This is an optimization exercise on Yosys and OpenROAD, whose aim is small area and a short achievable clock period, not a production implementation. Only simulation tests tie the RTL to the original design; equivalence was not proved. In every run shown here, the design's own scripts or RTL, not TritonCTS, make the clock network. No driver is modelled on the clock port, so clock power and skew are understated where the tree is cut down; a real chip needs a root buffer or a tree. Power is estimated from default activity; no workload was simulated.

--- flow/design.v ---
module TM_ALU_iv (input a, output y); assign y = ~a; endmodule
module TM_ALU_nd (input a, input b, output y); assign y = ~(a & b); endmodule
module TM_ALU_nr (input a, input b, output y); assign y = ~(a | b); endmodule
module TM_ALU_xo (input a, input b, output y); assign y = a ^ b; endmodule
module TM_ALU_xn (input a, input b, output y); assign y = ~(a ^ b); endmodule
module TM_ALU_mi (input s, input a1, input a0, output y); assign y = ~(s ? a1 : a0); endmodule
module TM_ALU_an (input a, input b, output y); assign y = a & b; endmodule
module TM_ALU_or (input a, input b, output y); assign y = a | b; endmodule
module TM_ALU_ha (input a, input b, output s, output co);
    assign s = a ^ b;
    assign co = a & b;
endmodule
module TM_ALU_fa (input a, input b, input ci, output s, output co);
    assign s = a ^ b ^ ci;
    assign co = (a & b) | (ci & (a | b));
endmodule
module TM_ALU (clk, reset, AvgTxLen, InstExed, CurTxLen, AvgTxLen_new, InstExed_new);
    input clk, reset;
    input [7:0] AvgTxLen, InstExed, CurTxLen;
    output [7:0] AvgTxLen_new, InstExed_new;
    reg a0_0, a0_1, a0_2, a0_3, a0_4, a0_5, a0_6, a0_7, i0_0, i0_1, i0_2, i0_3, i0_4, i0_5, i0_6, i0_7, t0_0, t0_1, t0_2, t0_3, t0_4, t0_5, t0_6, t0_7, i1_0, i1_1, i1_2, i1_3, i1_4, i1_5, i1_6, i1_7, sg1, a1_0, a1_1, a1_2, a1_3, a1_4, a1_5, a1_6, a1_7, r1_0, r1_1, r1_2, d1_4, d1_3, d1_2, d1_1, d1_0, i2_0, i2_1, i2_2, i2_3, i2_4, i2_5, i2_6, i2_7, sg2, a2_0, a2_1, a2_2, a2_3, a2_4, a2_5, a2_6, a2_7, q2_4, q2_3, q2_2, r2_0, r2_1, r2_2, r2_3, r2_4, r2_5, d2_1, d2_0, avg3_0, avg3_1, avg3_2, avg3_3, avg3_4, avg3_5, avg3_6, avg3_7, inst3_0, inst3_1, inst3_2, inst3_3, inst3_4, inst3_5, inst3_6, inst3_7;
    wire xo1, xo2, xo3, xo4, xo5, xo6, xo7, xo8, nd9, xn10, iv11, mi12, xo13, mi14, xn15, iv16, mi17, xo18, mi19, xn20, iv21, mi22, xo23, mi24, xn25, iv26, mi27, xn28, or29, or30, or31, or32, or33, or34, or35, nr36, nr37, xo38, xn39, iv40, an41, iv42, fs43, fc44, iv45, nd46, mi47, mi48, xn49, xn50, or51, fs52, fc53, fs54, fc55, nr56, mi57, mi58, mi59, xo60, xo61, nd62, xo63, xn64, xn65, mi66, xo67, xo68, xo69, xo70, xn71, xo72, xn73, xo74, xn75, iv76, nd77, xn78, xn79, mi80, xn81, xo82, mi83, xn84, xn85, mi86, or87, or88, or89, iv90, nd91, mi92, mi93, mi94, mi95, xn96, or97, fs98, fc99, fs100, fc101, fs102, fc103, fs104, fc105, nr106, mi107, mi108, mi109, mi110, mi111, xn112, nd113, xn114, xn115, mi116, xn117, xo118, mi119, xn120, xn121, mi122, xn123, xo124, mi125, xn126, xn127, mi128, iv129, nd130, mi131, mi132, mi133, mi134, mi135, mi136, xn137, nr138, xo139, xn140, iv141, mi142, xo143, xo144, mi145, xo146, xn147, iv148, mi149, xo150, xo151, mi152, xo153, xn154, iv155, mi156, xo157, xo158, mi159, iv160, nd161, mi162, mi163, mi164, mi165, mi166, mi167, mi168, iv169, nd170, xn171, mi172, xn173, mi174, xn175, mi176, xn177, mi178, xn179, mi180, xn181, mi182, xn183, mi184, xo185, xo186, nd187, xo188, xn189, xn190, mi191, xn192, xo193, xo194, mi195, xn196, xn197, xn198, mi199, xn200, xo201, xo202, mi203, hs204, hc205, iv206, hs207, hc208, xo209, hs210, hc211, hs212, hc213, hs214, hc215, hs216, hc217, hs218, hc219, hs220, hc221, xo222;
    TM_ALU_xo uxo1 (.a(CurTxLen[0]), .b(AvgTxLen[0]), .y(xo1));
    TM_ALU_xo uxo2 (.a(CurTxLen[1]), .b(AvgTxLen[1]), .y(xo2));
    TM_ALU_xo uxo3 (.a(CurTxLen[2]), .b(AvgTxLen[2]), .y(xo3));
    TM_ALU_xo uxo4 (.a(CurTxLen[3]), .b(AvgTxLen[3]), .y(xo4));
    TM_ALU_xo uxo5 (.a(CurTxLen[4]), .b(AvgTxLen[4]), .y(xo5));
    TM_ALU_xo uxo6 (.a(CurTxLen[5]), .b(AvgTxLen[5]), .y(xo6));
    TM_ALU_xo uxo7 (.a(CurTxLen[6]), .b(AvgTxLen[6]), .y(xo7));
    TM_ALU_xo uxo8 (.a(CurTxLen[7]), .b(AvgTxLen[7]), .y(xo8));
    TM_ALU_nd und9 (.a(t0_0), .b(a0_0), .y(nd9));
    TM_ALU_xn uxn10 (.a(t0_1), .b(nd9), .y(xn10));
    TM_ALU_iv uiv11 (.a(a0_1), .y(iv11));
    TM_ALU_mi umi12 (.s(t0_1), .a1(iv11), .a0(nd9), .y(mi12));
    TM_ALU_xo uxo13 (.a(t0_2), .b(mi12), .y(xo13));
    TM_ALU_mi umi14 (.s(t0_2), .a1(a0_2), .a0(mi12), .y(mi14));
    TM_ALU_xn uxn15 (.a(t0_3), .b(mi14), .y(xn15));
    TM_ALU_iv uiv16 (.a(a0_3), .y(iv16));
    TM_ALU_mi umi17 (.s(t0_3), .a1(iv16), .a0(mi14), .y(mi17));
    TM_ALU_xo uxo18 (.a(t0_4), .b(mi17), .y(xo18));
    TM_ALU_mi umi19 (.s(t0_4), .a1(a0_4), .a0(mi17), .y(mi19));
    TM_ALU_xn uxn20 (.a(t0_5), .b(mi19), .y(xn20));
    TM_ALU_iv uiv21 (.a(a0_5), .y(iv21));
    TM_ALU_mi umi22 (.s(t0_5), .a1(iv21), .a0(mi19), .y(mi22));
    TM_ALU_xo uxo23 (.a(t0_6), .b(mi22), .y(xo23));
    TM_ALU_mi umi24 (.s(t0_6), .a1(a0_6), .a0(mi22), .y(mi24));
    TM_ALU_xn uxn25 (.a(t0_7), .b(mi24), .y(xn25));
    TM_ALU_iv uiv26 (.a(a0_7), .y(iv26));
    TM_ALU_mi umi27 (.s(t0_7), .a1(iv26), .a0(mi24), .y(mi27));
    TM_ALU_xn uxn28 (.a(xn25), .b(mi27), .y(xn28));
    TM_ALU_or uor29 (.a(xn28), .b(i0_0), .y(or29));
    TM_ALU_or uor30 (.a(i0_7), .b(i0_6), .y(or30));
    TM_ALU_or uor31 (.a(or30), .b(i0_5), .y(or31));
    TM_ALU_or uor32 (.a(or31), .b(i0_4), .y(or32));
    TM_ALU_or uor33 (.a(or32), .b(i0_3), .y(or33));
    TM_ALU_or uor34 (.a(or33), .b(i0_2), .y(or34));
    TM_ALU_or uor35 (.a(or34), .b(i0_1), .y(or35));
    TM_ALU_nr unr36 (.a(or29), .b(or35), .y(nr36));
    TM_ALU_nr unr37 (.a(xn28), .b(nr36), .y(nr37));
    TM_ALU_xo uxo38 (.a(xo23), .b(mi27), .y(xo38));
    TM_ALU_xn uxn39 (.a(xo38), .b(i0_0), .y(xn39));
    TM_ALU_iv uiv40 (.a(i0_0), .y(iv40));
    TM_ALU_an uan41 (.a(xo38), .b(iv40), .y(an41));
    TM_ALU_iv uiv42 (.a(i0_1), .y(iv42));
    TM_ALU_fa ufs43 (.a(nr37), .b(iv42), .ci(an41), .s(fs43), .co(fc44));
    TM_ALU_iv uiv45 (.a(or34), .y(iv45));
    TM_ALU_nd und46 (.a(fc44), .b(iv45), .y(nd46));
    TM_ALU_mi umi47 (.s(nd46), .a1(xo38), .a0(xn39), .y(mi47));
    TM_ALU_mi umi48 (.s(nd46), .a1(nr37), .a0(fs43), .y(mi48));
    TM_ALU_xn uxn49 (.a(xn20), .b(mi27), .y(xn49));
    TM_ALU_xn uxn50 (.a(xn49), .b(i0_0), .y(xn50));
    TM_ALU_or uor51 (.a(xn49), .b(i0_0), .y(or51));
    TM_ALU_fa ufs52 (.a(mi47), .b(i0_1), .ci(or51), .s(fs52), .co(fc53));
    TM_ALU_fa ufs54 (.a(mi48), .b(i0_2), .ci(fc53), .s(fs54), .co(fc55));
    TM_ALU_nr unr56 (.a(fc55), .b(or33), .y(nr56));
    TM_ALU_mi umi57 (.s(nr56), .a1(xn50), .a0(xn49), .y(mi57));
    TM_ALU_mi umi58 (.s(nr56), .a1(fs52), .a0(mi47), .y(mi58));
    TM_ALU_mi umi59 (.s(nr56), .a1(fs54), .a0(mi48), .y(mi59));
    TM_ALU_xo uxo60 (.a(nr56), .b(mi27), .y(xo60));
    TM_ALU_xo uxo61 (.a(a0_5), .b(xo60), .y(xo61));
    TM_ALU_nd und62 (.a(a0_5), .b(xo60), .y(nd62));
    TM_ALU_xo uxo63 (.a(nd46), .b(mi27), .y(xo63));
    TM_ALU_xn uxn64 (.a(a0_6), .b(xo63), .y(xn64));
    TM_ALU_xn uxn65 (.a(xn64), .b(nd62), .y(xn65));
    TM_ALU_mi umi66 (.s(xn64), .a1(nd62), .a0(xo63), .y(mi66));
    TM_ALU_xo uxo67 (.a(nr36), .b(mi27), .y(xo67));
    TM_ALU_xo uxo68 (.a(a0_7), .b(xo67), .y(xo68));
    TM_ALU_xo uxo69 (.a(xo68), .b(mi66), .y(xo69));
    TM_ALU_xo uxo70 (.a(xo18), .b(mi27), .y(xo70));
    TM_ALU_xn uxn71 (.a(xn15), .b(mi27), .y(xn71));
    TM_ALU_xo uxo72 (.a(xo13), .b(mi27), .y(xo72));
    TM_ALU_xn uxn73 (.a(xn10), .b(mi27), .y(xn73));
    TM_ALU_xo uxo74 (.a(t0_0), .b(mi27), .y(xo74));
    TM_ALU_xn uxn75 (.a(d1_4), .b(i1_0), .y(xn75));
    TM_ALU_iv uiv76 (.a(i1_0), .y(iv76));
    TM_ALU_nd und77 (.a(d1_4), .b(iv76), .y(nd77));
    TM_ALU_xn uxn78 (.a(r1_0), .b(i1_1), .y(xn78));
    TM_ALU_xn uxn79 (.a(xn78), .b(nd77), .y(xn79));
    TM_ALU_mi umi80 (.s(xn78), .a1(nd77), .a0(i1_1), .y(mi80));
    TM_ALU_xn uxn81 (.a(r1_1), .b(i1_2), .y(xn81));
    TM_ALU_xo uxo82 (.a(xn81), .b(mi80), .y(xo82));
    TM_ALU_mi umi83 (.s(xn81), .a1(mi80), .a0(r1_1), .y(mi83));
    TM_ALU_xn uxn84 (.a(r1_2), .b(i1_3), .y(xn84));
    TM_ALU_xn uxn85 (.a(xn84), .b(mi83), .y(xn85));
    TM_ALU_mi umi86 (.s(xn84), .a1(mi83), .a0(i1_3), .y(mi86));
    TM_ALU_or uor87 (.a(i1_7), .b(i1_6), .y(or87));
    TM_ALU_or uor88 (.a(or87), .b(i1_5), .y(or88));
    TM_ALU_or uor89 (.a(or88), .b(i1_4), .y(or89));
    TM_ALU_iv uiv90 (.a(or89), .y(iv90));
    TM_ALU_nd und91 (.a(mi86), .b(iv90), .y(nd91));
    TM_ALU_mi umi92 (.s(nd91), .a1(d1_4), .a0(xn75), .y(mi92));
    TM_ALU_mi umi93 (.s(nd91), .a1(r1_0), .a0(xn79), .y(mi93));
    TM_ALU_mi umi94 (.s(nd91), .a1(r1_1), .a0(xo82), .y(mi94));
    TM_ALU_mi umi95 (.s(nd91), .a1(r1_2), .a0(xn85), .y(mi95));
    TM_ALU_xn uxn96 (.a(d1_3), .b(i1_0), .y(xn96));
    TM_ALU_or uor97 (.a(d1_3), .b(i1_0), .y(or97));
    TM_ALU_fa ufs98 (.a(mi92), .b(i1_1), .ci(or97), .s(fs98), .co(fc99));
    TM_ALU_fa ufs100 (.a(mi93), .b(i1_2), .ci(fc99), .s(fs100), .co(fc101));
    TM_ALU_fa ufs102 (.a(mi94), .b(i1_3), .ci(fc101), .s(fs102), .co(fc103));
    TM_ALU_fa ufs104 (.a(mi95), .b(i1_4), .ci(fc103), .s(fs104), .co(fc105));
    TM_ALU_nr unr106 (.a(fc105), .b(or88), .y(nr106));
    TM_ALU_mi umi107 (.s(nr106), .a1(xn96), .a0(d1_3), .y(mi107));
    TM_ALU_mi umi108 (.s(nr106), .a1(fs98), .a0(mi92), .y(mi108));
    TM_ALU_mi umi109 (.s(nr106), .a1(fs100), .a0(mi93), .y(mi109));
    TM_ALU_mi umi110 (.s(nr106), .a1(fs102), .a0(mi94), .y(mi110));
    TM_ALU_mi umi111 (.s(nr106), .a1(fs104), .a0(mi95), .y(mi111));
    TM_ALU_xn uxn112 (.a(d1_2), .b(i1_0), .y(xn112));
    TM_ALU_nd und113 (.a(d1_2), .b(iv76), .y(nd113));
    TM_ALU_xn uxn114 (.a(mi107), .b(i1_1), .y(xn114));
    TM_ALU_xn uxn115 (.a(xn114), .b(nd113), .y(xn115));
    TM_ALU_mi umi116 (.s(xn114), .a1(nd113), .a0(i1_1), .y(mi116));
    TM_ALU_xn uxn117 (.a(mi108), .b(i1_2), .y(xn117));
    TM_ALU_xo uxo118 (.a(xn117), .b(mi116), .y(xo118));
    TM_ALU_mi umi119 (.s(xn117), .a1(mi116), .a0(mi108), .y(mi119));
    TM_ALU_xn uxn120 (.a(mi109), .b(i1_3), .y(xn120));
    TM_ALU_xn uxn121 (.a(xn120), .b(mi119), .y(xn121));
    TM_ALU_mi umi122 (.s(xn120), .a1(mi119), .a0(i1_3), .y(mi122));
    TM_ALU_xn uxn123 (.a(mi110), .b(i1_4), .y(xn123));
    TM_ALU_xo uxo124 (.a(xn123), .b(mi122), .y(xo124));
    TM_ALU_mi umi125 (.s(xn123), .a1(mi122), .a0(mi110), .y(mi125));
    TM_ALU_xn uxn126 (.a(mi111), .b(i1_5), .y(xn126));
    TM_ALU_xn uxn127 (.a(xn126), .b(mi125), .y(xn127));
    TM_ALU_mi umi128 (.s(xn126), .a1(mi125), .a0(i1_5), .y(mi128));
    TM_ALU_iv uiv129 (.a(or87), .y(iv129));
    TM_ALU_nd und130 (.a(mi128), .b(iv129), .y(nd130));
    TM_ALU_mi umi131 (.s(nd130), .a1(d1_2), .a0(xn112), .y(mi131));
    TM_ALU_mi umi132 (.s(nd130), .a1(mi107), .a0(xn115), .y(mi132));
    TM_ALU_mi umi133 (.s(nd130), .a1(mi108), .a0(xo118), .y(mi133));
    TM_ALU_mi umi134 (.s(nd130), .a1(mi109), .a0(xn121), .y(mi134));
    TM_ALU_mi umi135 (.s(nd130), .a1(mi110), .a0(xo124), .y(mi135));
    TM_ALU_mi umi136 (.s(nd130), .a1(mi111), .a0(xn127), .y(mi136));
    TM_ALU_xn uxn137 (.a(d2_1), .b(i2_0), .y(xn137));
    TM_ALU_nr unr138 (.a(d2_1), .b(i2_0), .y(nr138));
    TM_ALU_xo uxo139 (.a(r2_0), .b(i2_1), .y(xo139));
    TM_ALU_xn uxn140 (.a(xo139), .b(nr138), .y(xn140));
    TM_ALU_iv uiv141 (.a(r2_0), .y(iv141));
    TM_ALU_mi umi142 (.s(xo139), .a1(nr138), .a0(iv141), .y(mi142));
    TM_ALU_xo uxo143 (.a(r2_1), .b(i2_2), .y(xo143));
    TM_ALU_xo uxo144 (.a(xo143), .b(mi142), .y(xo144));
    TM_ALU_mi umi145 (.s(xo143), .a1(mi142), .a0(r2_1), .y(mi145));
    TM_ALU_xo uxo146 (.a(r2_2), .b(i2_3), .y(xo146));
    TM_ALU_xn uxn147 (.a(xo146), .b(mi145), .y(xn147));
    TM_ALU_iv uiv148 (.a(r2_2), .y(iv148));
    TM_ALU_mi umi149 (.s(xo146), .a1(mi145), .a0(iv148), .y(mi149));
    TM_ALU_xo uxo150 (.a(r2_3), .b(i2_4), .y(xo150));
    TM_ALU_xo uxo151 (.a(xo150), .b(mi149), .y(xo151));
    TM_ALU_mi umi152 (.s(xo150), .a1(mi149), .a0(r2_3), .y(mi152));
    TM_ALU_xo uxo153 (.a(r2_4), .b(i2_5), .y(xo153));
    TM_ALU_xn uxn154 (.a(xo153), .b(mi152), .y(xn154));
    TM_ALU_iv uiv155 (.a(r2_4), .y(iv155));
    TM_ALU_mi umi156 (.s(xo153), .a1(mi152), .a0(iv155), .y(mi156));
    TM_ALU_xo uxo157 (.a(r2_5), .b(i2_6), .y(xo157));
    TM_ALU_xo uxo158 (.a(xo157), .b(mi156), .y(xo158));
    TM_ALU_mi umi159 (.s(xo157), .a1(mi156), .a0(r2_5), .y(mi159));
    TM_ALU_iv uiv160 (.a(i2_7), .y(iv160));
    TM_ALU_nd und161 (.a(mi159), .b(iv160), .y(nd161));
    TM_ALU_mi umi162 (.s(nd161), .a1(d2_1), .a0(xn137), .y(mi162));
    TM_ALU_mi umi163 (.s(nd161), .a1(r2_0), .a0(xn140), .y(mi163));
    TM_ALU_mi umi164 (.s(nd161), .a1(r2_1), .a0(xo144), .y(mi164));
    TM_ALU_mi umi165 (.s(nd161), .a1(r2_2), .a0(xn147), .y(mi165));
    TM_ALU_mi umi166 (.s(nd161), .a1(r2_3), .a0(xo151), .y(mi166));
    TM_ALU_mi umi167 (.s(nd161), .a1(r2_4), .a0(xn154), .y(mi167));
    TM_ALU_mi umi168 (.s(nd161), .a1(r2_5), .a0(xo158), .y(mi168));
    TM_ALU_iv uiv169 (.a(i2_0), .y(iv169));
    TM_ALU_nd und170 (.a(d2_0), .b(iv169), .y(nd170));
    TM_ALU_xn uxn171 (.a(mi162), .b(i2_1), .y(xn171));
    TM_ALU_mi umi172 (.s(xn171), .a1(nd170), .a0(i2_1), .y(mi172));
    TM_ALU_xn uxn173 (.a(mi163), .b(i2_2), .y(xn173));
    TM_ALU_mi umi174 (.s(xn173), .a1(mi172), .a0(mi163), .y(mi174));
    TM_ALU_xn uxn175 (.a(mi164), .b(i2_3), .y(xn175));
    TM_ALU_mi umi176 (.s(xn175), .a1(mi174), .a0(i2_3), .y(mi176));
    TM_ALU_xn uxn177 (.a(mi165), .b(i2_4), .y(xn177));
    TM_ALU_mi umi178 (.s(xn177), .a1(mi176), .a0(mi165), .y(mi178));
    TM_ALU_xn uxn179 (.a(mi166), .b(i2_5), .y(xn179));
    TM_ALU_mi umi180 (.s(xn179), .a1(mi178), .a0(i2_5), .y(mi180));
    TM_ALU_xn uxn181 (.a(mi167), .b(i2_6), .y(xn181));
    TM_ALU_mi umi182 (.s(xn181), .a1(mi180), .a0(mi167), .y(mi182));
    TM_ALU_xn uxn183 (.a(mi168), .b(i2_7), .y(xn183));
    TM_ALU_mi umi184 (.s(xn183), .a1(mi182), .a0(i2_7), .y(mi184));
    TM_ALU_xo uxo185 (.a(mi184), .b(sg2), .y(xo185));
    TM_ALU_xo uxo186 (.a(a2_0), .b(xo185), .y(xo186));
    TM_ALU_nd und187 (.a(a2_0), .b(xo185), .y(nd187));
    TM_ALU_xo uxo188 (.a(nd161), .b(sg2), .y(xo188));
    TM_ALU_xn uxn189 (.a(a2_1), .b(xo188), .y(xn189));
    TM_ALU_xn uxn190 (.a(xn189), .b(nd187), .y(xn190));
    TM_ALU_mi umi191 (.s(xn189), .a1(nd187), .a0(xo188), .y(mi191));
    TM_ALU_xn uxn192 (.a(q2_2), .b(sg2), .y(xn192));
    TM_ALU_xo uxo193 (.a(a2_2), .b(xn192), .y(xo193));
    TM_ALU_xo uxo194 (.a(xo193), .b(mi191), .y(xo194));
    TM_ALU_mi umi195 (.s(xo193), .a1(mi191), .a0(a2_2), .y(mi195));
    TM_ALU_xn uxn196 (.a(q2_3), .b(sg2), .y(xn196));
    TM_ALU_xn uxn197 (.a(a2_3), .b(xn196), .y(xn197));
    TM_ALU_xn uxn198 (.a(xn197), .b(mi195), .y(xn198));
    TM_ALU_mi umi199 (.s(xn197), .a1(mi195), .a0(xn196), .y(mi199));
    TM_ALU_xn uxn200 (.a(q2_4), .b(sg2), .y(xn200));
    TM_ALU_xo uxo201 (.a(a2_4), .b(xn200), .y(xo201));
    TM_ALU_xo uxo202 (.a(xo201), .b(mi199), .y(xo202));
    TM_ALU_mi umi203 (.s(xo201), .a1(mi199), .a0(a2_4), .y(mi203));
    TM_ALU_iv uiv206 (.a(mi203), .y(iv206));
    TM_ALU_ha uhs204 (.a(a2_5), .b(iv206), .s(hs204), .co(hc205));
    TM_ALU_ha uhs207 (.a(a2_6), .b(hc205), .s(hs207), .co(hc208));
    TM_ALU_xo uxo209 (.a(a2_7), .b(hc208), .y(xo209));
    TM_ALU_ha uhs210 (.a(i2_1), .b(i2_0), .s(hs210), .co(hc211));
    TM_ALU_ha uhs212 (.a(i2_2), .b(hc211), .s(hs212), .co(hc213));
    TM_ALU_ha uhs214 (.a(i2_3), .b(hc213), .s(hs214), .co(hc215));
    TM_ALU_ha uhs216 (.a(i2_4), .b(hc215), .s(hs216), .co(hc217));
    TM_ALU_ha uhs218 (.a(i2_5), .b(hc217), .s(hs218), .co(hc219));
    TM_ALU_ha uhs220 (.a(i2_6), .b(hc219), .s(hs220), .co(hc221));
    TM_ALU_xo uxo222 (.a(i2_7), .b(hc221), .y(xo222));
    always @(posedge clk) begin
        a0_0 <= AvgTxLen[0];
        a0_1 <= AvgTxLen[1];
        a0_2 <= AvgTxLen[2];
        a0_3 <= AvgTxLen[3];
        a0_4 <= AvgTxLen[4];
        a0_5 <= AvgTxLen[5];
        a0_6 <= AvgTxLen[6];
        a0_7 <= AvgTxLen[7];
        i0_0 <= InstExed[0];
        i0_1 <= InstExed[1];
        i0_2 <= InstExed[2];
        i0_3 <= InstExed[3];
        i0_4 <= InstExed[4];
        i0_5 <= InstExed[5];
        i0_6 <= InstExed[6];
        i0_7 <= InstExed[7];
        t0_0 <= xo1;
        t0_1 <= xo2;
        t0_2 <= xo3;
        t0_3 <= xo4;
        t0_4 <= xo5;
        t0_5 <= xo6;
        t0_6 <= xo7;
        t0_7 <= xo8;
        i1_0 <= i0_0;
        i1_1 <= i0_1;
        i1_2 <= i0_2;
        i1_3 <= i0_3;
        i1_4 <= i0_4;
        i1_5 <= i0_5;
        i1_6 <= i0_6;
        i1_7 <= i0_7;
        sg1 <= mi27;
        a1_0 <= a0_0;
        a1_1 <= a0_1;
        a1_2 <= a0_2;
        a1_3 <= a0_3;
        a1_4 <= a0_4;
        a1_5 <= xo61;
        a1_6 <= xn65;
        a1_7 <= xo69;
        r1_0 <= mi57;
        r1_1 <= mi58;
        r1_2 <= mi59;
        d1_4 <= xo70;
        d1_3 <= xn71;
        d1_2 <= xo72;
        d1_1 <= xn73;
        d1_0 <= xo74;
        i2_0 <= i1_0;
        i2_1 <= i1_1;
        i2_2 <= i1_2;
        i2_3 <= i1_3;
        i2_4 <= i1_4;
        i2_5 <= i1_5;
        i2_6 <= i1_6;
        i2_7 <= i1_7;
        sg2 <= sg1;
        a2_0 <= a1_0;
        a2_1 <= a1_1;
        a2_2 <= a1_2;
        a2_3 <= a1_3;
        a2_4 <= a1_4;
        a2_5 <= a1_5;
        a2_6 <= a1_6;
        a2_7 <= a1_7;
        q2_4 <= nd91;
        q2_3 <= nr106;
        q2_2 <= nd130;
        r2_0 <= mi131;
        r2_1 <= mi132;
        r2_2 <= mi133;
        r2_3 <= mi134;
        r2_4 <= mi135;
        r2_5 <= mi136;
        d2_1 <= d1_1;
        d2_0 <= d1_0;
        avg3_0 <= xo186;
        avg3_1 <= xn190;
        avg3_2 <= xo194;
        avg3_3 <= xn198;
        avg3_4 <= xo202;
        avg3_5 <= hs204;
        avg3_6 <= hs207;
        avg3_7 <= xo209;
        inst3_0 <= iv169;
        inst3_1 <= hs210;
        inst3_2 <= hs212;
        inst3_3 <= hs214;
        inst3_4 <= hs216;
        inst3_5 <= hs218;
        inst3_6 <= hs220;
        inst3_7 <= xo222;
    end
    assign AvgTxLen_new = {avg3_7, avg3_6, avg3_5, avg3_4, avg3_3, avg3_2, avg3_1, avg3_0};
    assign InstExed_new = {inst3_7, inst3_6, inst3_5, inst3_4, inst3_3, inst3_2, inst3_1, inst3_0};
endmodule
--- flow/flow/run.sh ---
#!/bin/bash
set -euo pipefail
export BUFFER_PORTS_ARGS="-buffer_cell sky130_fd_sc_hd__buf_1"
export POST_CTS_TCL="$(pwd)/flow/cts_post.tcl"
export CLKTREE_N=${CLKTREE_N:-3}
export CLKTREE_BUF=${CLKTREE_BUF:-sky130_fd_sc_hd__clkbuf_16}
bash standard.sh > standard_flow.log 2>&1
--- flow/flow/cts_post.tcl ---
set block [ord::get_db_block]
set nbuf $::env(CLKTREE_N)
set bufm [[ord::get_db] findMaster $::env(CLKTREE_BUF)]
set clkport [$block findBTerm clk]
set clknet [$clkport getNet]
# collect the flip-flop clock pins and the clock-tree cells below the port
set sinks {}
set tree {}
set todo [list $clknet]
while {[llength $todo]} {
  set net [lindex $todo 0]; set todo [lrange $todo 1 end]
  foreach it [$net getITerms] {
    if {[$it isOutputSignal]} continue
    set inst [$it getInst]
    set mname [[$inst getMaster] getName]
    if {[string match "*dfxtp*" $mname]} {
      lappend sinks $it
    } else {
      lappend tree $inst
      foreach ot [$inst getITerms] {
        if {[$ot isOutputSignal] && [$ot getNet] ne "NULL"} { lappend todo [$ot getNet] }
      }
    }
  }
}
puts "clock tree: [llength $sinks] sinks, [llength $tree] tree cells"
# remove the old tree
set oldnets {}
foreach inst $tree {
  foreach ot [$inst getITerms] {
    if {[$ot isOutputSignal] && [$ot getNet] ne "NULL"} { lappend oldnets [$ot getNet] }
  }
}
foreach it $sinks { $it disconnect }
foreach inst $tree { odb::dbInst_destroy $inst }
foreach net [lsort -unique $oldnets] { if {$net ne $clknet} { odb::dbNet_destroy $net } }
# k-means on the flip-flop locations
set pts {}
foreach it $sinks {
  set b [[$it getInst] getBBox]
  lappend pts [list [expr {([$b xMin]+[$b xMax])/2.0}] [expr {([$b yMin]+[$b yMax])/2.0}]]
}
set n [llength $pts]
set cent {}
set sorted [lsort -real -index 0 $pts]
for {set k 0} {$k < $nbuf} {incr k} {
  lappend cent [lindex $sorted [expr {int(($k + 0.5) * $n / $nbuf)}]]
}
for {set iter 0} {$iter < 30} {incr iter} {
  set asg {}
  foreach p $pts {
    set best 0; set bd 1e30
    for {set k 0} {$k < $nbuf} {incr k} {
      set c [lindex $cent $k]
      set d [expr {abs([lindex $p 0]-[lindex $c 0]) + abs([lindex $p 1]-[lindex $c 1])}]
      if {$d < $bd} { set bd $d; set best $k }
    }
    lappend asg $best
  }
  set newc {}
  for {set k 0} {$k < $nbuf} {incr k} {
    set sx 0; set sy 0; set m 0
    foreach p $pts a $asg { if {$a == $k} { set sx [expr {$sx+[lindex $p 0]}]; set sy [expr {$sy+[lindex $p 1]}]; incr m } }
    if {$m} { lappend newc [list [expr {$sx/$m}] [expr {$sy/$m}]] } else { lappend newc [lindex $cent $k] }
  }
  set cent $newc
}
for {set k 0} {$k < $nbuf} {incr k} {
  set inst [odb::dbInst_create $block $bufm "clkbuf_one_$k"]
  set net [odb::dbNet_create $block "clknet_one_$k"]
  $net setSigType CLOCK
  [$inst findITerm A] connect $clknet
  [$inst findITerm X] connect $net
  set c [lindex $cent $k]
  $inst setLocation [expr {int([lindex $c 0])}] [expr {int([lindex $c 1])}]
  $inst setPlacementStatus PLACED
  set m 0
  foreach it $sinks a $asg { if {$a == $k} { $it connect $net; incr m } }
  puts "clkbuf_one_$k: $m sinks"
}
detailed_placement
check_placement -verbose
estimate_parasitics -placement
report_clock_skew
--- flow/standard.sh ---
#!/bin/bash
# synth_recipe.tcl (not shown) runs the flow's synth.tcl, then flattens the netlist and writes it again
# the make line also repeats each setting of config.mk as NAME=value (left out here)
make -C /OpenROAD-flow-scripts/flow DESIGN_CONFIG=/design/flow/config.mk WORK_HOME=/design/flow/orfs CLKGATE_MAP_FILE= SYNTH_SCRIPT=/design/flow/synth_recipe.tcl "${@:-finish}"
--- flow/config.mk ---
export PLATFORM = sky130hd
export DESIGN_NAME = TM_ALU
export DESIGN_NICKNAME = TM_ALU
export VERILOG_FILES = /design/flow/design.v
export SDC_FILE = /design/flow/constraint.sdc
export NUM_CORES = 4
export LEC_CHECK = 0
export CAP_MARGIN = 20
export CORE_MARGIN = 2
export CORE_UTILIZATION = 60
export SLEW_MARGIN = 20
export SYNTH_HIERARCHICAL = 1
--- flow/constraint.sdc ---
create_clock -name core_clock -period 27.0 [get_ports {clk}]
set_input_delay 5.4000 -clock core_clock [delete_from_list [all_inputs] [get_ports {clk}]]
set_output_delay 5.4000 -clock core_clock [all_outputs]
set_load 0.01 [all_outputs]
==> flow_metrics.env, run 1 <==
export IMPL_initial_core_util_pct=62.9
export IMPL_setup_viol=0
export IMPL_timing_clock_skew_ns=0.0325
export IMPL_vias_per_cell=4.76
export IMPL_io_pins=42
export IMPL_grt_pass1_wl_microns=8360
export IMPL_swShare_pct=32.7
export IMPL_grt_overflow_total=0
export IMPL_path_buf_inv=1
export IMPL_internal_power_mw=0.272
export IMPL_critPathArrivalTime_ns=0.65
export IMPL_leakage_nw=1.80
export IMPL_min_path_type="flip-flop to flip-flop"
export IMPL_drv_cap=0
export IMPL_synth_top_area_cell="dfxtp_1"
export IMPL_drive_gt1_share_pct=1.16
export IMPL_synth_area_leaders="dfxtp_1 49%, mux2i_1 16%, xnor2_1 11%"
export IMPL_worstSetupStartpointType="flip-flop"
export IMPL_port_buffer_count=40
export IMPL_crit_path_end_kind="output port"
export IMPL_fin_crit_sh_pct=22.4
export IMPL_clk_latency_ns=0.18
export IMPL_ir_drop_v=0.0000721
export IMPL_drt_wl_total_microns=4620
export IMPL_p_per_area_mw_per_mm2=101
export IMPL_die_w_microns=83.5
export IMPL_combPwrFrac_pct=42.6
export IMPL_grt_max_degree=38
export IMPL_path_class="flip-flop to output port"
export IMPL_path_clk_slew_ns=0.12
export IMPL_final_common_cell="dfxtp_1"
export IMPL_hold_violations=0
export IMPL_antenna_found_initial=0
export IMPL_path_cells="buf_1"
export IMPL_nNetsFinal=387
export IMPL_fmax_mhz=165
export IMPL_crit_fanout=1
export IMPL_diodes=0
export IMPL_ys_warn_count=7
export IMPL_drt_initial_drc_count=18
export IMPL_grt_pass1_vias=2028
export IMPL_pwr_share_seq_pct=44.5
export IMPL_yosys_cell_types_count=12
export IMPL_maxSlewViolCount=0
export IMPL_p_switching_mw=0.132
export IMPL_vias=1993
export IMPL_fp_row_count=28
export IMPL_fillers=485
export IMPL_critPathTopFamily="flip-flops"
export IMPL_p_total_mw=0.403
export IMPL_die_h_microns=83.5
export IMPL_power_share_clock_pct=12.9
export IMPL_synth_fp_nets=357
export IMPL_rsz0062_at_grt="no"
export IMPL_critPathMaxStageDelay_ns=0.33
export IMPL_synthesis_area_sq_mm=0.00379
export IMPL_wire_per_inst_microns=11.0
export IMPL_finalSetupTns_ns=0
export IMPL_cp_required_ns=21.60
export IMPL_relSlewSlack_pct=58.9
export IMPL_synth_top_area_share_pct=49.1
export IMPL_gp_congestion=0.748
export IMPL_grt_util_all_layers_pct=14.5
export IMPL_postRouteAntennaNets=0
export IMPL_slowest_stage="dfxtp_1"
export IMPL_ys_seq_elements=93
export IMPL_layout_common_cells="93 x dfxtp_1, 60 x mux2i_1, 46 x xnor2_1"
export IMPL_dr_pass1_iters=4
export IMPL_area_growth_pct=5.45
export IMPL_placed_cells=416
export IMPL_seq_area_frac_synth_pct=49.1
export IMPL_core_area_sq_mm=0.00603
export IMPL_post_route_min_period_ns=6.05
export IMPL_worst_slew_pin_slew_ns=0.615
export IMPL_postSynthCellCount=316
export IMPL_dp_hpwl_microns=3660
export IMPL_clock_sinks=93
export IMPL_final_cells=419
export IMPL_avgSynthCellArea_sq_um=12.0
export IMPL_status="no timing/DRC/antenna violations"
export IMPL_die_area_sq_mm=0.00697
export IMPL_drc=0
final cells by class:
class / instances / area [sq um] / share of cell area [%]
multi-input cells: 191 / 1750 / 43.8
inverters: 16 / 60.1 / 1.50
plain buffers: 3 / 75.1 / 1.88
well taps: 75 / 93.8 / 2.35
repair buffers: 41 / 158 / 3.94
flip-flops and latches: 93 / 1860 / 46.6
worst register-to-register path, cell delays in order, from the launching register on:
cell     delay [ns]
dfxtp_1        0.38
xnor2_1        0.29
mux2i_1        0.29
mux2i_1        0.15
mux2i_1        0.19
nand2_1        0.20
mux2i_1        0.21
fa_1           0.45
fa_1           0.39
fa_1           0.39
fa_1           0.39
nor2_1         0.49
mux2i_1        0.34
xnor2_1        0.20
mux2i_1        0.29
mux2i_1        0.15
mux2i_1        0.24
mux2i_1        0.15
mux2i_1        0.15
nand2_1        0.24
mux2i_1        0.19
modules after synthesis (local to each module, per instance), excerpt:
module,area [sq um],flops+latches
TM_ALU_xn,8.76,0
TM_ALU_xo,8.76,0
TM_ALU_ha,12.5,0
TM_ALU_mi,10.0,0
TM_ALU_fa,20.0,0
TM_ALU_an,6.26,0
TM_ALU_nr,3.75,0
through the flow:
| step | setup WS [ns] | util [%] | hold WS [ns] | cell area [sq um] |
|---|---|---|---|---|
| after global routing | 20.54 | 66.3 | 0.344 | 4000 |
| after detailed placement | 21.05 | 65.1 | 0.312 | 3920 |
| final | 20.95 | 66.3 | 0.333 | 4000 |
| after global placement | 21.14 | 65.1 | 0.310 | 3920 |
| after floorplan | 21.20 | - | 0.310 | 3790 |
power groups by stage:
| stage | clock network (mW) | logic, mW | registers (mW) |
|---|---|---|---|
| 3_3_place_gp | 0 | 0.169 | 0.182 |
| 3_5_place_dp | 0 | 0.174 | 0.183 |
| 2_1_floorplan | 0 | 0.157 | 0.180 |
| 5_1_grt | 0.0581 | 0.195 | 0.183 |
| 6_report | 0.0522 | 0.172 | 0.180 |
cell usage after synthesis (all sizes together):
cell type,number
ha,8
nand2,10
inv,16
xnor2,46
dfxtp,93
buf,16
fa,7
and2,1
or2,12
xor2,42
mux2i,60
nor2,5
path summary, 6_finish.rpt:
path                                         to   start  cells after the start  slack [ns]
worst max register to register             r2_4    i1_1                     20       21.10
worst min-delay path                       a2_2    a1_2                      0        0.33
worst max-delay path            AvgTxLen_new[7]  avg3_7                      1       20.95
worst min register to register             a2_2    a1_2                      0        0.33
per-layer routing:
| metal | part of all wire, % | GRT usage [%] | vias up |
|---|---|---|---|
| met2 | 52 | 27.8 | 29 |
| met4 | 1.2 | 3.52 | 0 |
| met3 | 3.0 | 2.67 | 4 |
| met1 | 44 | 16.4 | 909 |
| met5 | 0 | 0 | - |
| li1 | - | - | 1051 |
logic make-up (layout without fill, tap and decap cells):
group / after synthesis / count (layout) / share of synthesized area [%]
buffers and inverters: 32 / 60 / 4.75
adders and majority gates: 15 / 15 / 6.34
and+or+nand+nor: 28 / 28 / 3.63
xor gates and xnor gates: 88 / 88 / 20.3
DFF: 93 / 93 / 49.1
muxes: 60 / 60 / 15.8
==> run 2, diff against run 1 <==
--- a/flow/flow/cts_post.tcl
+++ b/flow/flow/cts_post.tcl
@@ -48,12 +48,21 @@
 }
+# balanced k-means: each buffer gets at most ceil(n / nbuf) flip-flops
+set cap [expr {($n + $nbuf - 1) / $nbuf}]
 for {set iter 0} {$iter < 30} {incr iter} {
-  set asg {}
+  set pairs {}
+  set i 0
   foreach p $pts {
-    set best 0; set bd 1e30
     for {set k 0} {$k < $nbuf} {incr k} {
       set c [lindex $cent $k]
-      set d [expr {abs([lindex $p 0]-[lindex $c 0]) + abs([lindex $p 1]-[lindex $c 1])}]
-      if {$d < $bd} { set bd $d; set best $k }
+      lappend pairs [list [expr {abs([lindex $p 0]-[lindex $c 0]) + abs([lindex $p 1]-[lindex $c 1])}] $i $k]
     }
-    lappend asg $best
+    incr i
+  }
+  set asg [lrepeat $n -1]
+  set fill [lrepeat $nbuf 0]
+  foreach pr [lsort -real -index 0 $pairs] {
+    lassign $pr d i k
+    if {[lindex $asg $i] >= 0 || [lindex $fill $k] >= $cap} continue
+    lset asg $i $k
+    lset fill $k [expr {[lindex $fill $k] + 1}]
   }
==> run 2 against run 1 <==
Still clean. Utilization is the same. Area after synthesis unchanged. Final cell count unchanged. Clock skew fell by 0.022 ns. Largest power group unchanged. Sequential share of layout area is the same.
==> flow_metrics.env, run 2 <==
export IMPL_min_path_type="flip-flop to flip-flop"
export IMPL_fin_crit_sh_pct=22.4
export IMPL_synth_area_leaders="dfxtp_1 49%, mux2i_1 16%, xnor2_1 11%"
export IMPL_synth_top_area_share_pct=49.1
export IMPL_gp_congestion=0.748
export IMPL_leakage_nw=1.80
export IMPL_seq_area_frac_synth_pct=49.1
export IMPL_avgSynthCellArea_sq_um=12.0
export IMPL_ys_warn_count=7
export IMPL_crit_fanout=1
export IMPL_path_buf_inv=1
export IMPL_synthArstFlopShare_pct=0
export IMPL_drive_gt1_share_pct=1.16
export IMPL_clock_sinks=93
export IMPL_worst_slew_pin_slew_ns=0.627
export IMPL_drt_wl_total_microns=4570
export IMPL_p_per_area_mw_per_mm2=101
export IMPL_core_area_sq_mm=0.00603
export IMPL_grt_pass1_wl_microns=8270
export IMPL_rsz0062_at_grt="no"
export IMPL_postSynthCellCount=316
export IMPL_clk_latency_ns=0.17
export IMPL_ys_seq_elements=93
export IMPL_timing_clock_skew_ns=0.0109
export IMPL_drv_cap=0
export IMPL_wire_per_inst_microns=10.9
export IMPL_worstSetupStartpointType="flip-flop"
export IMPL_final_common_cell="dfxtp_1"
export IMPL_critPathArrivalTime_ns=0.66
export IMPL_post_place_ws_ns=21.05
export IMPL_path_cells="buf_1"
export IMPL_synth_flop_cell="dfxtp_1"
export IMPL_dr_pass1_iters=4
export IMPL_stdcell_area_sq_mm=0.00400
export IMPL_drc=0
export IMPL_die_area_sq_mm=0.00697
export IMPL_p_total_mw=0.403
export IMPL_critPathMaxStageDelay_ns=0.34
export IMPL_synthesis_area_sq_mm=0.00379
export IMPL_grt_overflow_total=0
export IMPL_initial_core_util_pct=62.9
export IMPL_yosys_cell_types_count=12
export IMPL_antenna_found_initial=0
export IMPL_status="no timing/DRC/antenna violations"
export IMPL_layout_common_cells="93 x dfxtp_1, 60 x mux2i_1, 46 x xnor2_1"
export IMPL_dp_hpwl_microns=3660
export IMPL_synth_edf_count=0
export IMPL_vias_per_cell=4.78
export IMPL_crit_path_end_kind="output port"
export IMPL_fp_row_count=28
export IMPL_die_h_microns=83.5
export IMPL_nNetsFinal=387
export IMPL_fillers=482
export IMPL_yosysMostFrequentCell="dfxtp_1"
export IMPL_cp_required_ns=21.60
export IMPL_io_pins=42
export IMPL_dpl_cell_area_sq_mm=0.00392
export IMPL_die_w_microns=83.5
export IMPL_synthTopCellsByCount="93 x dfxtp_1, 60 x mux2i_1, 46 x xnor2_1"
export IMPL_synth_fp_nets=357
export IMPL_setup_viol=0
export IMPL_maxSlewViolCount=0
export IMPL_area_growth_pct=5.45
export IMPL_hold_violations=0
export IMPL_diodes=0
export IMPL_worst_slack_ns=20.94
export IMPL_drt_initial_drc_count=27
export IMPL_synth_top_area_cell="dfxtp_1"
export IMPL_path_class="flip-flop to output port"
export IMPL_ir_drop_v=0.0000729
export IMPL_finish_utilization_pct=66.3
export IMPL_critPathTopFamily="flip-flops"
export IMPL_grt_util_all_layers_pct=14.3
export IMPL_grt_max_degree=32
export IMPL_vias=2002
export IMPL_fmax_mhz=165
export IMPL_grt_pass1_vias=2015
export IMPL_finalSetupTns_ns=0
export IMPL_post_route_min_period_ns=6.06
export IMPL_postRouteAntennaNets=0
export IMPL_port_buffer_count=40
export IMPL_slowest_stage="dfxtp_1"
export IMPL_relSlewSlack_pct=58.0
export IMPL_path_clk_slew_ns=0.11
-- run 2: cell counts after synthesis --
Identical to the previous run, type by type.
-- run 2: worst paths after layout --
kind | cells past startpoint | from | slack, ns | to
setup reg to reg | 20 | i1_1 | 21.10 | r2_0
setup / recovery | 1 | avg3_7 | 20.94 | AvgTxLen_new[7]
hold reg to reg | 0 | sg1 | 0.34 | sg2
hold / removal | 0 | sg1 | 0.34 | sg2
-- run 2: through the flow --
stage / instances / hold WS (ns)
2_1_floorplan: 316 / 0.310
3_3_place_gp: 416 / 0.310
3_5_place_dp: 416 / 0.312
5_1_grt: 419 / 0.342
6_report: 419 / 0.336
-- run 2: final cells by class --
type                       count  area [sq um]  share of cell area (%)
sequential                    93          1860                    46.6
tap                           75          93.8                    2.35
buffer                         3          75.1                    1.88
multi-input combinational    191          1750                    43.8
inverter                      16          60.1                    1.50
timing repair buffer          41           158                    3.94
-- run 2: logic make-up after synthesis --
logic type                 after synthesis  share of synthesized area [%]
xor gates and xnor gates                88                           20.3
adders and majority gates               15                           6.34
buffers and inverters                   32                           4.75
DFF                                     93                           49.1
muxes                                   60                           15.8
and+or+nand+nor                         28                           3.63
-- run 2: power breakdown --
group	internal (mW)	switching, mW
Clock	0.0206	0.0318
Sequential	0.165	0.0147
Combinational	0.0864	0.0852
Total	0.272	0.132
-- run 2: per-module statistics from Yosys (local to each module, per instance), excerpt --
module     cells  cell area [sq um]  flip-flops and latches
TM_ALU_xn      1               8.76                       0
TM_ALU_fa      1               20.0                       0
TM_ALU       109               1980                      93
TM_ALU_or      1               6.26                       0
TM_ALU_xo      1               8.76                       0
TM_ALU_ha      1               12.5                       0
TM_ALU_iv      1               3.75                       0
-- run 2: metal layers --
| metal | track usage [%] | wire length, microns | up-vias |
|---|---|---|---|
| li1 | - | - | 1048 |
| met1 | 16.5 | 2020 | 920 |
| met2 | 27.5 | 2360 | 29 |
| met3 | 2.37 | 128 | 5 |
| met4 | 3.52 | 55 | 0 |
| met5 | 0 | 0 | - |
==> run 3, diff against run 2 <==
--- a/flow/config.mk
+++ b/flow/config.mk
@@ -9,3 +9,3 @@
 export CORE_MARGIN = 2
-export CORE_UTILIZATION = 60
+export CORE_UTILIZATION = 40
 export SLEW_MARGIN = 20
==> run 3 against run 2 <==
Largest power group unchanged. Critical path type unchanged. Still clean. Hold slack got worse by 0.0029 ns. Die area up 47%. Global-route usage shrank 4.4 points.
==> flow_metrics.env, run 3 <==
export IMPL_p_total_mw=0.402
export IMPL_vias_per_cell=4.33
export IMPL_ys_seq_elements=93
export IMPL_synth_fp_nets=357
export IMPL_met2_length_microns=2350
export IMPL_grt_overflow_total=0
export IMPL_yosys_cell_types_count=12
export IMPL_finalSetupTns_ns=0
export IMPL_wl_met1_microns=2060
export IMPL_post_route_min_period_ns=6.04
export IMPL_status="no timing/DRC/antenna violations"
export IMPL_grt_pass1_vias=2003
export IMPL_die_area_sq_mm=0.0103
export IMPL_ys_warn_count=7
export IMPL_antenna_found_initial=0
export IMPL_grt_max_degree=32
export IMPL_fillers=867
export IMPL_dr_pass1_iters=3
export IMPL_io_pins=42
export IMPL_clk_latency_ns=0.17
export IMPL_ir_drop_v=0.0000373
export IMPL_setup_viol=0
export IMPL_seq_area_frac_synth_pct=49.1
export IMPL_area_growth_pct=6.63
export IMPL_drv_cap=0
export IMPL_dpl_cell_area_sq_mm=0.00397
export IMPL_finish_utilization_pct=44.0
export IMPL_relSlewSlack_pct=60.7
export IMPL_synth_flop_cell="dfxtp_1"
export IMPL_core_area_sq_mm=0.00920
export IMPL_maxSlewViolCount=0
export IMPL_grt_util_all_layers_pct=9.92
export IMPL_fp_row_count=35
export IMPL_min_path_type="flip-flop to flip-flop"
export IMPL_drt_wl_total_microns=4600
export IMPL_post_place_ws_ns=21.03
export IMPL_pwr_share_seq_pct=44.6
export IMPL_postRouteAntennaNets=0
export IMPL_diodes=0
export IMPL_synthArstFlopShare_pct=0
export IMPL_leakage_nw=1.80
export IMPL_final_cells=455
export IMPL_cp_required_ns=21.60
export IMPL_avgSynthCellArea_sq_um=12.0
export IMPL_fin_crit_sh_pct=22.4
export IMPL_topRoutingLayerUsed="met4"
export IMPL_synthesis_area_sq_mm=0.00379
export IMPL_synthTopCellsByCount="93 x dfxtp_1, 60 x mux2i_1, 46 x xnor2_1"
export IMPL_drive_gt1_share_pct=1.16
export IMPL_slowest_stage="dfxtp_1"
export IMPL_die_h_microns=101
export IMPL_initial_core_util_pct=41.2
export IMPL_stdcell_area_sq_mm=0.00404
export IMPL_placed_cells=452
export IMPL_routed_wl_met3_microns=126
export IMPL_path_buf_inv=1
export IMPL_ff2ff_setup_slack_ns=21.13
export IMPL_final_common_cell="dfxtp_1"
export IMPL_gp_congestion=0.700
export IMPL_synth_top_area_share_pct=49.1
export IMPL_critPathTopFamily="flip-flops"
export IMPL_p_per_area_mw_per_mm2=99.5
export IMPL_critPathArrivalTime_ns=0.64
export IMPL_synth_area_leaders="dfxtp_1 49%, mux2i_1 16%, xnor2_1 11%"
export IMPL_rsz0062_at_grt="no"
export IMPL_grt_pass1_wl_microns=8240
export IMPL_path_clk_slew_ns=0.10
export IMPL_crit_path_end_kind="output port"
export IMPL_timing_clock_skew_ns=0.0129
export IMPL_synth_top_area_cell="dfxtp_1"
export IMPL_hold_violations=0
export IMPL_path_cells="buf_1"
export IMPL_worst_slack_ns=20.96
export IMPL_drt_initial_drc_count=23
export IMPL_vias=1970
export IMPL_worstSetupStartpointType="flip-flop"
export IMPL_wire_per_inst_microns=10.1
export IMPL_drc=0
export IMPL_timing_hold_ws_ns=0.333
export IMPL_die_w_microns=101
export IMPL_path_class="flip-flop to output port"
export IMPL_postSynthCellCount=316
export IMPL_layout_common_cells="93 x dfxtp_1, 60 x mux2i_1, 46 x xnor2_1"
export IMPL_clock_sinks=93
export IMPL_combPwrFrac_pct=42.2
export IMPL_swShare_pct=32.5
export IMPL_critPathMaxStageDelay_ns=0.34
export IMPL_worst_slew_pin_slew_ns=0.588
export IMPL_dp_hpwl_microns=3720
export IMPL_nNetsFinal=387
export IMPL_synth_edf_count=0
export IMPL_fmax_mhz=165
export IMPL_internal_power_mw=0.271
export IMPL_yosysMostFrequentCell="dfxtp_1"
export IMPL_power_share_clock_pct=13.2
export IMPL_port_buffer_count=40
export IMPL_crit_fanout=1
export IMPL_p_switching_mw=0.131
run 3: cell counts in the layout (fill, tap and decap cells not counted):
No cell type changed its count.
run 3: power groups by stage:
stage | combinational (mW) | sequential [mW] | clock [mW]
floorplan | 0.157 | 0.180 | 0
global placement | 0.170 | 0.182 | 0
detailed placement | 0.173 | 0.183 | 0
global route | 0.193 | 0.183 | 0.0607
finish | 0.170 | 0.179 | 0.0531
run 3: final timing paths:
kind               start               to  depth (start not counted)
setup / recovery  avg3_5  AvgTxLen_new[5]                          1
hold / removal      a1_3             a2_3                          0
setup reg to reg    i1_1             r2_1                         20
hold reg to reg     a1_3             a2_3                          0
run 3: cell families after synthesis:
group,synth area share (%)
xor gates and xnor gates,20.3
buffers and inverters,4.75
muxes,15.8
DFF,49.1
and+or+nand+nor,3.63
adders and majority gates,6.34
run 3: metal layers:
layer / vias to the layer above / track usage, %
met5: - / 0
met4: 0 / 3.12
met3: 4 / 2.07
met2: 26 / 18.3
met1: 896 / 11.4
li1: 1044 / -
run 3: cell type report:
class / instances / area [sq um] / area share [%]
Timing Repair Buffer: 41 / 158 / 3.90
Sequential cell: 93 / 1860 / 46.1
Multi-Input combinational cell: 191 / 1750 / 43.3
Buffer: 3 / 75.1 / 1.86
Inverter: 16 / 60.1 / 1.49
Tap cell: 111 / 139 / 3.44
run 3: modules after synthesis, one instance, submodules excluded, a selection:
module / cell area (sq um) / times used
TM_ALU: 1980 / 1
TM_ALU_fa: 20.0 / 7
TM_ALU_iv: 3.75 / 16
TM_ALU_nd: 3.75 / 10
TM_ALU_nr: 3.75 / 5
TM_ALU_xn: 8.76 / 46
TM_ALU_xo: 8.76 / 42

-- afterwards: timing with drivers on the ports --
In the flow no input, the clock included, has a driving cell. The finished layouts below were timed again as built, in two steps. Step 1: set_driving_cell puts a clkbuf_16 on clk and a buf_2 on each other input, an assumption about the parent block. Step 2, shift: input delay + t, output delay - t, t = (earliest + latest rising clock arrival at the registers) / 2. This alone moves slack from input paths to output paths. a / b / c = no drivers / after step 1 / after step 2; a / b = the first two.
run	t, ns	slack for setup (ns)	hold WS [ns]	slew at the worst register clock pin (ns)
run 1	0.220	20.946 / 20.886 / 21.103	0.333 / 0.333 / 0.333	0.12 / 0.12
run 2	0.225	20.942 / 20.882 / 21.100	0.336 / 0.336 / 0.336	0.11 / 0.11
run 3	0.227	20.956 / 20.896 / 21.123	0.333 / 0.333 / 0.333	0.11 / 0.11
After both steps every run listed still meets setup and hold.
